Context: an optimization exercise on an open-source flow, tuned for small area, a short achievable clock period and few clock cycles per item. The choices shown serve that exercise and are no tape-out recipe. In this exercise RTL edits were held to simulation tests only and were not proved equivalent to the original.

## Divider_Modulo
module Divider_Modulo (clk, reset, mode, valid_in, divisor, dividend, result, valid_out);
==> flow/config.mk <==
export PLATFORM = sky130hd
export DESIGN_NAME = Divider_Modulo
export DESIGN_NICKNAME = Divider_Modulo
export VERILOG_FILES = /design/flow/design.v
export SDC_FILE = /design/flow/constraint.sdc
export NUM_CORES = 4
export LEC_CHECK = 0
export ABC_AREA = 1
export CAP_MARGIN = 20
export CORE_MARGIN = 2
export CORE_UTILIZATION = 40
export SLEW_MARGIN = 20
export SYNTH_HIERARCHICAL = 1
==> flow/constraint.sdc <==
create_clock -name core_clock -period 25.0 [get_ports {clk}]
set_input_delay 5.0000 -clock core_clock [delete_from_list [all_inputs] [get_ports {clk}]]
set_output_delay 5.0000 -clock core_clock [all_outputs]
set_load 0.01 [all_outputs]
standard.sh (not shown) runs the stock make flow with config.mk's settings and CLKGATE_MAP_FILE= SYNTH_SCRIPT=/design/flow/synth_recipe.tcl, a recipe that flattens the netlist after the stock synthesis.
==> flow/flow/run.sh <==
#!/bin/bash
# Own layout flow: the standard synthesis unchanged, then the standard
# layout with these changes:
#  - ports are buffered with buf_4 cells instead of the slow delay buffers the
#    default port buffering picks;
#  - repair may resize a cell to any cell of the same function;
set -euo pipefail
bash standard.sh synth > synth.log 2>&1
bash standard.sh "BUFFER_PORTS_ARGS=-buffer_cell sky130_fd_sc_hd__buf_4" \
  SETUP_SLACK_MARGIN=14 TNS_END_PERCENT=0 SKIP_INCREMENTAL_REPAIR=1 finish > layout.log 2>&1
The first run went through all stages and came out clean.
Testbench counts at the start, summed over its fixed seeds: cycles 8,000, items 4,000.
Next try:
Settings changed: CORE_UTILIZATION 40 to 50, PLACE_DENSITY set to 0.65.
What happened: Synthesized area does not change; non-clock buffer count increases by 7; design area hardly moves; routed wire length rises by 3.4%; die area goes down by 20%; sequential cell count does not change; hold slack hardly moves.


== quartz ==
Divider_Modulo again, from the RTL that the note above started with.
==> flow/config.mk <==
export PLATFORM = sky130hd
export DESIGN_NAME = Divider_Modulo
export DESIGN_NICKNAME = Divider_Modulo
export VERILOG_FILES = /design/flow/design.v
export SDC_FILE = /design/flow/constraint.sdc
export NUM_CORES = 4
export LEC_CHECK = 0
export ABC_AREA = 1
export CAP_MARGIN = 20
export CORE_MARGIN = 2
export CORE_UTILIZATION = 40
export SLEW_MARGIN = 20
export SYNTH_HIERARCHICAL = 1
==> flow/constraint.sdc <==
create_clock -name core_clock -period 25.0 [get_ports {clk}]
set_input_delay 5.0000 -clock core_clock [delete_from_list [all_inputs] [get_ports {clk}]]
set_output_delay 5.0000 -clock core_clock [all_outputs]
set_load 0.01 [all_outputs]
==> flow/flow/run.sh <==
#!/bin/bash
set -euo pipefail
bash standard.sh synth > synth.log 2>&1
bash standard.sh SETUP_SLACK_MARGIN=14 TNS_END_PERCENT=0 finish > layout.log 2>&1
The flow did not stop early for quartz: all stages ran, and the layout cleared the timing, DRC and antenna checks.
Testbench counts of quartz, summed over its fixed seeds: cycles 8,000, items 4,000.
[inputs] amber vs quartz
- CTS_BUF_LIST: unset -> sky130_fd_sc_hd__clkbuf_4 sky130_fd_sc_hd__clkbuf_8
==> flow/flow/run.sh <==
#!/bin/bash
# Own layout flow: the standard synthesis unchanged, then the standard
# layout with these changes:
#  - ports are buffered with buf_4 cells instead of the slow delay buffers the
#    default port buffering picks;
#  - repair may resize a cell to any cell of the same function;
set -euo pipefail
bash standard.sh synth > synth.log 2>&1
bash standard.sh "BUFFER_PORTS_ARGS=-buffer_cell sky130_fd_sc_hd__buf_4" \
  SETUP_SLACK_MARGIN=14 TNS_END_PERCENT=0 SKIP_INCREMENTAL_REPAIR=1 finish > layout.log 2>&1
Summary: total number of vias, amber better than quartz. Against quartz, amber reports a total routed wirelength that is lower. [compare] base=quartz new=amber: worst endpoint data arrival time moved up, setup slack moved down. In the reports for amber and quartz, the larger hold slack belongs to amber. Summary — total routing resource utilization after global routing, amber relative to quartz: lower, by 1.3 points. amber vs. quartz: shortest period the worst path allows went up by 0.11 ns. Going from quartz to amber, routed length per instance now smaller, routing usage on met3 comparable.
Modified inputs, sierra compared to amber
- CTS_BUF_LIST: sky130_fd_sc_hd__clkbuf_4 sky130_fd_sc_hd__clkbuf_8 -> unset
==> flow/flow/run.sh <==
#!/bin/bash
# Own layout flow: the standard synthesis unchanged, then the standard
# layout with these changes:
#  - ports are buffered with buf_2 cells instead of the slow delay buffers the
#    default port buffering picks;
#  - timing repair works to a setup slack margin of 14.3 ns (worst endpoint
#    only), so that after clock tree synthesis it speeds up the critical paths
#    although every path already meets the 25 ns clock;
set -euo pipefail
bash standard.sh synth > synth.log 2>&1
bash standard.sh "BUFFER_PORTS_ARGS=-buffer_cell sky130_fd_sc_hd__buf_2" \
  SETUP_SLACK_MARGIN=14.3 TNS_END_PERCENT=0 SKIP_INCREMENTAL_REPAIR=1 finish > layout.log 2>&1
==> comparison <==
Taking amber as the reference point, the utilization of sierra rises by 0.80 points.
In the metrics for sierra and amber, the one carrying the lower post-place instance area is sierra.
Setup changes, sierra to willow
==> flow/flow/run.sh <==
#!/bin/bash
# Own layout flow: the standard synthesis unchanged, then the standard
# layout with these changes:
#  - ports are buffered with buf_4 cells instead of the slow delay buffers the
#    default port buffering picks;
#  - repair may resize a cell to any cell of the same function;
set -euo pipefail
bash standard.sh synth > synth.log 2>&1
bash standard.sh "BUFFER_PORTS_ARGS=-buffer_cell sky130_fd_sc_hd__buf_4" MATCH_CELL_FOOTPRINT=0 \
  SETUP_SLACK_MARGIN=14 TNS_END_PERCENT=0 SKIP_INCREMENTAL_REPAIR=1 finish > layout.log 2>&1
Notes after the runs:
- | wire length on met2 | willow vs sierra | 1700 um lower |
- Re number of I/O port buffers: no difference whatsoever between sierra and willow.
- The overall fraction of global-route tracks in use of willow falls short of that of sierra by 1.4 points.
- Area added between synthesis and finish came out lower on willow than on sierra.
- willow vs. sierra: worst setup slack went down by 0.22 ns.
- Looking at willow and sierra, the hold slack is a wash.
- Relative to sierra, willow improves routed wire length.
- Looking at capturing element of the worst setup path, the result[3] result is from willow; the rA[12] one comes from sierra.
- Against sierra, willow comes in about 0.66% lower on number of nets in the final layout.
- In willow, the met3 track demand over resource in global routing came out 0.28 points below the value in sierra.
The following lists how tundra was set up differently from willow:
- a change of CORE_UTILIZATION from 40 to 65
- an added PLACE_DENSITY of 0.8
==> flow/run.sh (new file) <==
#!/bin/bash
# synth_recipe.tcl (not shown) runs the flow's synth.tcl, then flattens the netlist and writes it again
# the make line also repeats each setting of config.mk as NAME=value (left out here)
make -C /OpenROAD-flow-scripts/flow DESIGN_CONFIG=/design/flow/config.mk WORK_HOME=/design/flow/orfs CLKGATE_MAP_FILE= SYNTH_SCRIPT=/design/flow/synth_recipe.tcl finish
removed: flow/flow/run.sh
removed: flow/standard.sh
Findings:
- Taking willow as the reference, in tundra final critical-path share of the clock period went up, global routing met1 resource utilization went up, count of clock-buffer cells in the layout went down.
- The run showing the greater total wirelength of the detailed-routed design is tundra.
- Both conditions hold for tundra: the flow ran to the end and the final layout passed the timing, DRC and antenna checks.
Input changes introduced in harbor (baseline for comparison: tundra):
- CORE_UTILIZATION changed from 65 to 40
- PLACE_DENSITY removed (was 0.8)
==> flow/flow/run.sh (new file) <==
#!/bin/bash
# Own layout flow: the standard synthesis unchanged, then the standard
# layout with these changes:
#  - ports are buffered with buf_4 cells instead of the slow delay buffers the
#    default port buffering picks;
#  - repair may resize a cell to any cell of the same function;
set -euo pipefail
bash standard.sh synth > synth.log 2>&1
bash standard.sh "BUFFER_PORTS_ARGS=-buffer_cell sky130_fd_sc_hd__buf_4" \
  SETUP_SLACK_MARGIN=14.5 TNS_END_PERCENT=0 SKIP_INCREMENTAL_REPAIR=1 finish > layout.log 2>&1
==> flow/standard.sh (new file) <==
#!/bin/bash
# synth_recipe.tcl (not shown) runs the flow's synth.tcl, then flattens the netlist and writes it again
# the make line also repeats each setting of config.mk as NAME=value (left out here)
make -C /OpenROAD-flow-scripts/flow DESIGN_CONFIG=/design/flow/config.mk WORK_HOME=/design/flow/orfs CLKGATE_MAP_FILE= SYNTH_SCRIPT=/design/flow/synth_recipe.tcl "${@:-finish}"
removed: flow/run.sh
==> comparison <==
Every run (tundra and harbor) finished clean. Cell count went up by a few percent going from tundra to harbor. Min count of clock-buffer cells in the layout across tundra and harbor: tundra. Diff tundra -> harbor | non-clock buffer count | increase of 22. [compare] base=tundra new=harbor: first-pass GRT wire length picked up an extra 8.0%, count of instances resized after the clock tree is built rose 146, setup fix buffers added after clock tree synthesis increased by 25 relative to the old numbers, number of cells on the worst reg-to-reg path shows a reduction of 4.8%. Of tundra and harbor, the lower arrival time at the worst endpoint belongs to tundra.

what the ideal ports hide:
In the flow no input, the clock included, has a driving cell. The finished layouts below were timed again as built, in two steps. Step 1, drivers: a clkbuf_16 drives clk and a buf_2 each remaining input, both assumed. Step 2 moves the port delays by t, midway between the first and last clock arrival at a register: inputs arrive t later, outputs are due t later. That takes back most of the time a late clock gives input paths. Slacks: ideal / step 1 / step 2; pairs: ideal / step 1.
run | shift t [ns] | setup slack, ns | worst slew at a driven data input, ns | cell pins on the clock port's net
the first run of note 1 | 0.439 | 14.070 / 14.019 / 13.672 | 0.05 | 1
the second run of note 1 | 0.404 | 13.892 / 13.846 / 13.629 | 0.05 | 1
quartz | 0.442 | 14.131 / 14.085 / 13.700 | 0.05 | 1
amber | 0.483 | 14.024 / 14.025 / 13.563 | 0.05 | 1
sierra | 0.442 | 14.293 / 14.260 / 13.858 | 0.05 | 1
willow | 0.439 | 14.070 / 14.019 / 13.672 | 0.05 | 1
tundra | 0.410 | 12.554 / 12.507 / 12.177 | 0.05 | 1
harbor | 0.436 | 14.464 / 14.437 / 14.046 | 0.05 | 1
After both steps every run listed still meets setup and hold. The setup slack of amber, which loses most, moves by +0.001 ns with the drivers and by -0.461 ns with both steps.
